Background: an optimization exercise with open tools, aiming at small area. Do not read the settings as production practice.
Only simulation tests tie the RTL to the original design; equivalence was not proved.
No activity file was given, so power comes from the tool's default toggle rates.

## flow/design.v (module list and top-level ports; edited modules follow where they fit)
// module mario_rom: 519 lines
// module mario_t: 519 lines
// module coin_rom: 1031 lines
// module coin_t: 1031 lines
// module pipe_head_rom: 1157 lines
// module pipe_body_rom: 57 lines
// module title_rom: 2569 lines
// module mode_rom: 3591 lines
// module keyboard: 60 lines
// module kb_decoder: 32 lines
// module control: 209 lines
// module display: 165 lines
// module flappy_top: 74 lines
module flappy_top (
    input wire clk,
    input wire rst,
    input wire clr,
    input wire kb_clk,
    input wire data,
    output wire [6:0] seg,
    output wire dp,
    output wire [3:0] AN,
    output wire [11:0] rgb,
    output wire hs,
    output wire vs
);
  // ...
==> flow/flow/run.sh <==
#!/bin/bash
# Layout flow: the standard synthesis, then the combinational logic between
# the standard synthesis's registers is re-mapped by ABC with an area-oriented
# script (registers, their names and cell types are kept as they are), then
# the standard layout from floorplan to finish.
set -euo pipefail
W=$PWD
F=$W/flow
R=$W/orfs/results/$FLOW_PLATFORM/flappy_top/base
LIB=$FLOW_HOME/platforms/$FLOW_PLATFORM/lib/sky130_fd_sc_hd__tt_025C_1v80.lib
YOSYS=$(command -v yosys || echo /OpenROAD-flow-scripts/tools/install/yosys/bin/yosys)

bash standard.sh synth > $W/std_synth.log 2>&1
cp $R/1_2_yosys.v $W/std_1_2_yosys.v

DU=""
for c in $(cat $F/dontuse.txt); do DU="$DU -dont_use $c"; done
sed -e "s|@LIB@|$LIB|g" -e "s|@DU@|$DU|g" -e "s|@IN@|$W/std_1_2_yosys.v|g" \
    -e "s|@OUT@|$W/reopt.v|g" -e "s|@ABC@|$F/area.abc|g" $F/reopt.ys > $W/reopt.ys
nff() { grep -cE '^ *sky130_fd_sc_hd__[a-z]*df[a-z0-9_]* ' "$1" || true; }
if $YOSYS -q -l $W/reopt.log -s $W/reopt.ys > $W/reopt.out 2>&1 && [[ -s $W/reopt.v ]] && \
   ! grep -qE '^ *reg |always *@' $W/reopt.v && \
   [[ $(nff $W/reopt.v) -eq $(nff $W/std_1_2_yosys.v) && $(nff $W/reopt.v) -gt 0 ]]; then
  cp $W/reopt.v $R/1_2_yosys.v
  echo "re-mapped netlist used" > $W/reopt.status
else
  echo "re-mapping failed or not proven; standard netlist kept" > $W/reopt.status
fi
rm -f $R/1_synth.odb $R/1_synth.sdc
touch $R/1_2_yosys.v
bash standard.sh > $W/std_layout.log 2>&1
==> flow/flow/area.abc <==
strash; &get -n; &deepsyn -T 120; &put; &get -n; &dch -f; &nf -a; &put
==> flow/flow/dontuse.txt <==
sky130_fd_sc_hd__probe_p_8
sky130_fd_sc_hd__probec_p_8
sky130_fd_sc_hd__lpflow_bleeder_1
sky130_fd_sc_hd__lpflow_clkbufkapwr_1
sky130_fd_sc_hd__lpflow_clkbufkapwr_16
sky130_fd_sc_hd__lpflow_clkbufkapwr_2
sky130_fd_sc_hd__lpflow_clkbufkapwr_4
sky130_fd_sc_hd__lpflow_clkbufkapwr_8
sky130_fd_sc_hd__lpflow_clkinvkapwr_1
sky130_fd_sc_hd__lpflow_clkinvkapwr_16
sky130_fd_sc_hd__lpflow_clkinvkapwr_2
sky130_fd_sc_hd__lpflow_clkinvkapwr_4
sky130_fd_sc_hd__lpflow_clkinvkapwr_8
sky130_fd_sc_hd__lpflow_decapkapwr_12
sky130_fd_sc_hd__lpflow_decapkapwr_3
sky130_fd_sc_hd__lpflow_decapkapwr_4
sky130_fd_sc_hd__lpflow_decapkapwr_6
sky130_fd_sc_hd__lpflow_decapkapwr_8
sky130_fd_sc_hd__lpflow_inputiso0n_1
sky130_fd_sc_hd__lpflow_inputiso0p_1
sky130_fd_sc_hd__lpflow_inputiso1n_1
sky130_fd_sc_hd__lpflow_inputiso1p_1
sky130_fd_sc_hd__lpflow_inputisolatch_1
sky130_fd_sc_hd__lpflow_isobufsrc_1
sky130_fd_sc_hd__lpflow_isobufsrc_16
sky130_fd_sc_hd__lpflow_isobufsrc_2
sky130_fd_sc_hd__lpflow_isobufsrc_4
sky130_fd_sc_hd__lpflow_isobufsrc_8
sky130_fd_sc_hd__lpflow_isobufsrckapwr_16
sky130_fd_sc_hd__lpflow_lsbuf_lh_hl_isowell_tap_1
sky130_fd_sc_hd__lpflow_lsbuf_lh_hl_isowell_tap_2
sky130_fd_sc_hd__lpflow_lsbuf_lh_hl_isowell_tap_4
sky130_fd_sc_hd__lpflow_lsbuf_lh_isowell_4
sky130_fd_sc_hd__lpflow_lsbuf_lh_isowell_tap_1
sky130_fd_sc_hd__lpflow_lsbuf_lh_isowell_tap_2
sky130_fd_sc_hd__lpflow_lsbuf_lh_isowell_tap_4
==> flow/flow/reopt.ys <==
read_liberty -ignore_miss_func @LIB@
setattr -mod -set keep_hierarchy 1 sky130_fd_sc_hd__*df* sky130_fd_sc_hd__*dl*
read_verilog @IN@
hierarchy -top flappy_top
flatten
opt -purge
abc -liberty @LIB@ @DU@ -script @ABC@
opt_clean -purge
splitnets
opt_clean -purge
hilomap -singleton -hicell sky130_fd_sc_hd__conb_1 HI -locell sky130_fd_sc_hd__conb_1 LO
insbuf -buf sky130_fd_sc_hd__buf_4 A X
rename -hide w:*$func$*
opt_clean -purge
tee -o @OUT@.stat stat -liberty @LIB@
select flappy_top
write_verilog -noattr -nohex -nodec -selected @OUT@
==> flow/standard.sh <==
#!/bin/bash
# synth_recipe.tcl (not shown) runs the flow's synth.tcl, then flattens the netlist and writes it again
# the make line also repeats each setting of config.mk as NAME=value (left out here)
make -C /OpenROAD-flow-scripts/flow DESIGN_CONFIG=/design/flow/config.mk WORK_HOME=/design/flow/orfs CLKGATE_MAP_FILE= SYNTH_SCRIPT=/design/flow/synth_recipe.tcl "${@:-finish}"
==> flow/config.mk <==
export PLATFORM = sky130hd
export DESIGN_NAME = flappy_top
export DESIGN_NICKNAME = flappy_top
export VERILOG_FILES = /design/flow/design.v
export SDC_FILE = /design/flow/constraint.sdc
export NUM_CORES = 4
export LEC_CHECK = 0
export ABC_AREA = 1
export CAP_MARGIN = 20
export CORE_MARGIN = 2
export CORE_UTILIZATION = 40
export CTS_BUF_LIST = sky130_fd_sc_hd__clkbuf_4
export GPL_TIMING_DRIVEN = 0
export SLEW_MARGIN = 20
export SYNTH_MEMORY_MAX_BITS = 131072
==> flow/constraint.sdc <==
create_clock -name core_clock -period 100.0 [get_ports {clk}]
set_input_delay 20.0000 -clock core_clock [delete_from_list [all_inputs] [get_ports {clk}]]
set_output_delay 20.0000 -clock core_clock [all_outputs]
set_load 0.01 [all_outputs]
==> results_dict.tcl, run 1 <==
set metrics [dict create \
    n_all_buffers 64 \
    grt_pass1_wl_um 185000 \
    largest_cell_class "multi-input gates" \
    die-area_um2 59800 \
    seq_share 0.183 \
    ir_drop_uv 8.83 \
    overflow 0 \
    antenna_found_initial 4 \
    bufAreaShareNonClock 0.0325 \
    worstPathArrival_ns 4.12 \
    min_period_ns 24.12 \
    hold_depth 1 \
    largest_reg_flops 20 \
    critPathMaxFanout 26 \
    power.total_mw 0.232 \
    timing.final.crit_share 0.241 \
    crit_slowest_cell "dfxtp_1" \
    syn_nets 3476 \
    r2r_slack_ns 87.92 \
    wl_met3_um 13500 \
    switching_share 0.357 \
    max_slew_margin 0.168 \
    layout_commonest_cell "nand2_1" \
    syn_inst 3471 \
    dp.cells 4299 \
    via_per_inst 6.96 \
    maxCapViolations 0 \
    fin_setup_tns_ns 0 \
    io_pins 31 \
    status "timing/DRC/antenna clean" \
    seqCellArea_um2 4770 \
    setup_ws_ns 75.88 \
    final_cell_mix "nand2_1, nor2_1, a21oi_1" \
    cp_top_family "compound AO/OA/AOI/OAI gates" \
    r2r-start "display.x[3]" \
    final.clkbuf_count 95 \
    p_seq_mw 0.0938 \
    maxSlewViolCount 0 \
]
==> inputs of run 2 (changes only) <==
--- a/flow/config.mk
+++ b/flow/config.mk
@@ -9,7 +9,5 @@
 export CAP_MARGIN = 20
 export CORE_MARGIN = 2
 export CORE_UTILIZATION = 40
-export CTS_BUF_LIST = sky130_fd_sc_hd__clkbuf_4
-export GPL_TIMING_DRIVEN = 0
 export SLEW_MARGIN = 20
 export SYNTH_MEMORY_MAX_BITS = 131072
==> results_dict.tcl, run 2 <==
set metrics [dict create \
    status "timing/DRC/antenna clean" \
    r2r_end "display.rgb[5]" \
    io_pins 31 \
    fp.dieH_um 245 \
    final_cell_mix "nor2_1, nand2_1, a21oi_1" \
    endpoint_kind "output pin" \
    crit_slowest_cell "clkdlybuf4s50_1" \
    antenna_found_initial 6 \
    r2r-start "control.p1x[0]" \
    synth.avg_cell_area_um2 6.61 \
    cts.sinks 230 \
    grt_max_degree 60 \
    die-area_um2 60300 \
    maxSlewViolCount 0 \
    finish.utilization 0.459 \
    min_period_ns 23.05 \
    setup_viol 0 \
    power.density_nw_per_um2 9.99 \
    hold_depth 1 \
    wl_per_cell_um 27.9 \
    fmaxAchievable_mhz 43.4 \
    rr_worst_depth 32 \
    cts.clk_slew.worst_paths_ns 0.06 \
    max_slew.worst_pin.slew_ns 1.23 \
    timing.final.crit_share 0.231 \
    cts_tree "built" \
    top_regs "t (20), control.score_d (16), control.bird_y (15)" \
    critPathMaxFanout 9 \
    cts_buffers 29 \
    hp-start "kb_decoder.d_1.kb_clk_old[0]" \
    overflow 0 \
    cts_root_buf "clkbuf_16" \
    largest_reg_flops 20 \
    hold-path-endpoint "kb_decoder.d_1.kb_clk_old[1]" \
    cts_resized 0 \
    syn_nets 3532 \
    port-buffer-count 29 \
    r2r_slack_ns 89.32 \
    max_slew_margin 0.177 \
    cp_top_family "simple AND/OR/NAND/NOR gates" \
    fin_setup_tns_ns 0 \
    place_congestion 1.08 \
    num-nets-final 3696 \
    maxCapViolations 0 \
    initial_core_util 0.404 \
    drc 0 \
    regMostFlops "t" \
    htree_levels 1 \
    min-delay-path-class "reg2reg" \
    startpoint_type "register" \
    cp_num_buf_inv 1 \
    clk_path_buf_depth 3 \
    clock_latency_ns 0.59 \
    coreArea_um2 57700 \
    hold_viol_final 0 \
    grt.total_usage 0.401 \
    syn_inst 3527 \
    worstPathArrival_ns 3.05 \
    synth_warnings 13 \
    stdcell_area_um2 26500 \
    postCtsHoldBufs 0 \
    drt_iter0_markers 4594 \
    crit_type "reg2out" \
    crit_chain "nand2b_1 -> nor2_1 -> or3_1 -> xnor2_1 -> a221oi_1 -> nand2_1 -> o21ai_0 -> clkdlybuf4s50_1" \
    drt_pass1_iterations 8 \
    layout-drive-gt1-share 0.0479 \
    netlist_area_um2 23300 \
    via_per_inst 6.90 \
    drtAntennaViolNets 0 \
    grt_pass1_wl_um 185000 \
    power.leakage_nw 9.10 \
    placed_area_um2 25500 \
    fill_cells 6151 \
    vias 30916 \
    layout_commonest_cell "nor2_1" \
    rows 88 \
    ir_drop_uv 14.4 \
    place_hpwl_um 90600 \
    die_x_um 245 \
    area_delta_synth_final_pct 13.6 \
    finClkSkew_ns 0.0217 \
    first_global_vias 28328 \
    required_ns 80.00 \
    rsz0062_at_grt "no" \
    cpPeakStageDelay_ns 0.56 \
    wirelength_um 125000 \
    cts_setup_buffers 0 \
]
-- run 2: worst max path at each step --
| stage | startpoint | end | slack [ns] | depth (start not counted) |
|---|---|---|---|---|
| 4_1_cts | t[16] | seg[6] | 76.90 | 8 |
| 5_1_grt | t[16] | seg[6] | 76.63 | 8 |
| 3_3_place_gp | rst | display.rgb[6] | 77.23 | 9 |
| 2_1_floorplan | rst | control.bird_y[13] | 76.72 | 7 |
| 6_report | t[16] | seg[6] | 76.95 | 8 |
| 3_5_place_dp | rst | display.rgb[6] | 77.07 | 9 |
-- run 2: per-layer routing --
metal / global-route usage / wire [um] / vias to the layer above
met5: 0.00327 / 46 / -
met2: 0.617 / 53400 / 2223
met1: 0.515 / 49200 / 14348
li1: - / - / 13733
met3: 0.0837 / 13400 / 606
met4: 0.239 / 9060 / 6
-- run 2: power by group --
group,internal (mW),leakage [nW],switching [mW]
Sequential,0.0928,1.87,0.000729
Combinational,0.0157,6.73,0.0448
Clock,0.0663,0.496,0.0446
-- run 2: through the flow --
stage / total power [mW] / cells / hold WS [ns] / worst slack [ns]
after floorplan: 0.128 / 3527 / 0.414 / 76.72
after global placement: 0.153 / 4424 / 0.427 / 77.23
after detailed placement: 0.151 / 4424 / 0.434 / 77.07
after CTS: 0.261 / 4478 / 0.448 / 76.90
after global routing: 0.272 / 4479 / 0.455 / 76.63
final: 0.265 / 4481 / 0.440 / 76.95
-- run 2: cell type report --
class                   instances  area [um2]  share of cell area
inverters                      83         312              0.0118
clock buffers                  43         880              0.0332
diodes                          2        5.00            0.000189
multi-input cells            3213       18400               0.693
clock inverters                11         134             0.00505
flip-flops and latches        230        4760               0.180
repair buffers                134        1090              0.0410
well taps                     765         957              0.0361

==> static timing again, ports no longer ideal <==
How much do the figures lean on ideal ports? The routed layouts below were timed once more, with nothing changed but the port constraints. Step 1, drivers: a clkbuf_16 drives clk and a buf_2 each remaining input, both assumed. Step 2 also shifts input and output timing later by t, the mid clock arrival at the registers, as if the neighbouring blocks saw the same clock. Slacks: no drivers / after step 1 / after step 2; pairs: no drivers / after step 1.
run	shift t [ns]	setup WS [ns]	hold WS [ns]
run 1	0.853	75.884 / 75.829 / 76.682	0.454 / 0.454 / 0.454
run 2	0.638	76.947 / 76.886 / 76.903	0.440 / 0.440 / 0.440
After both steps every run listed still meets setup and hold. The setup slack of run 2, which loses most, moves by -0.061 ns with the drivers and by -0.044 ns with both steps.
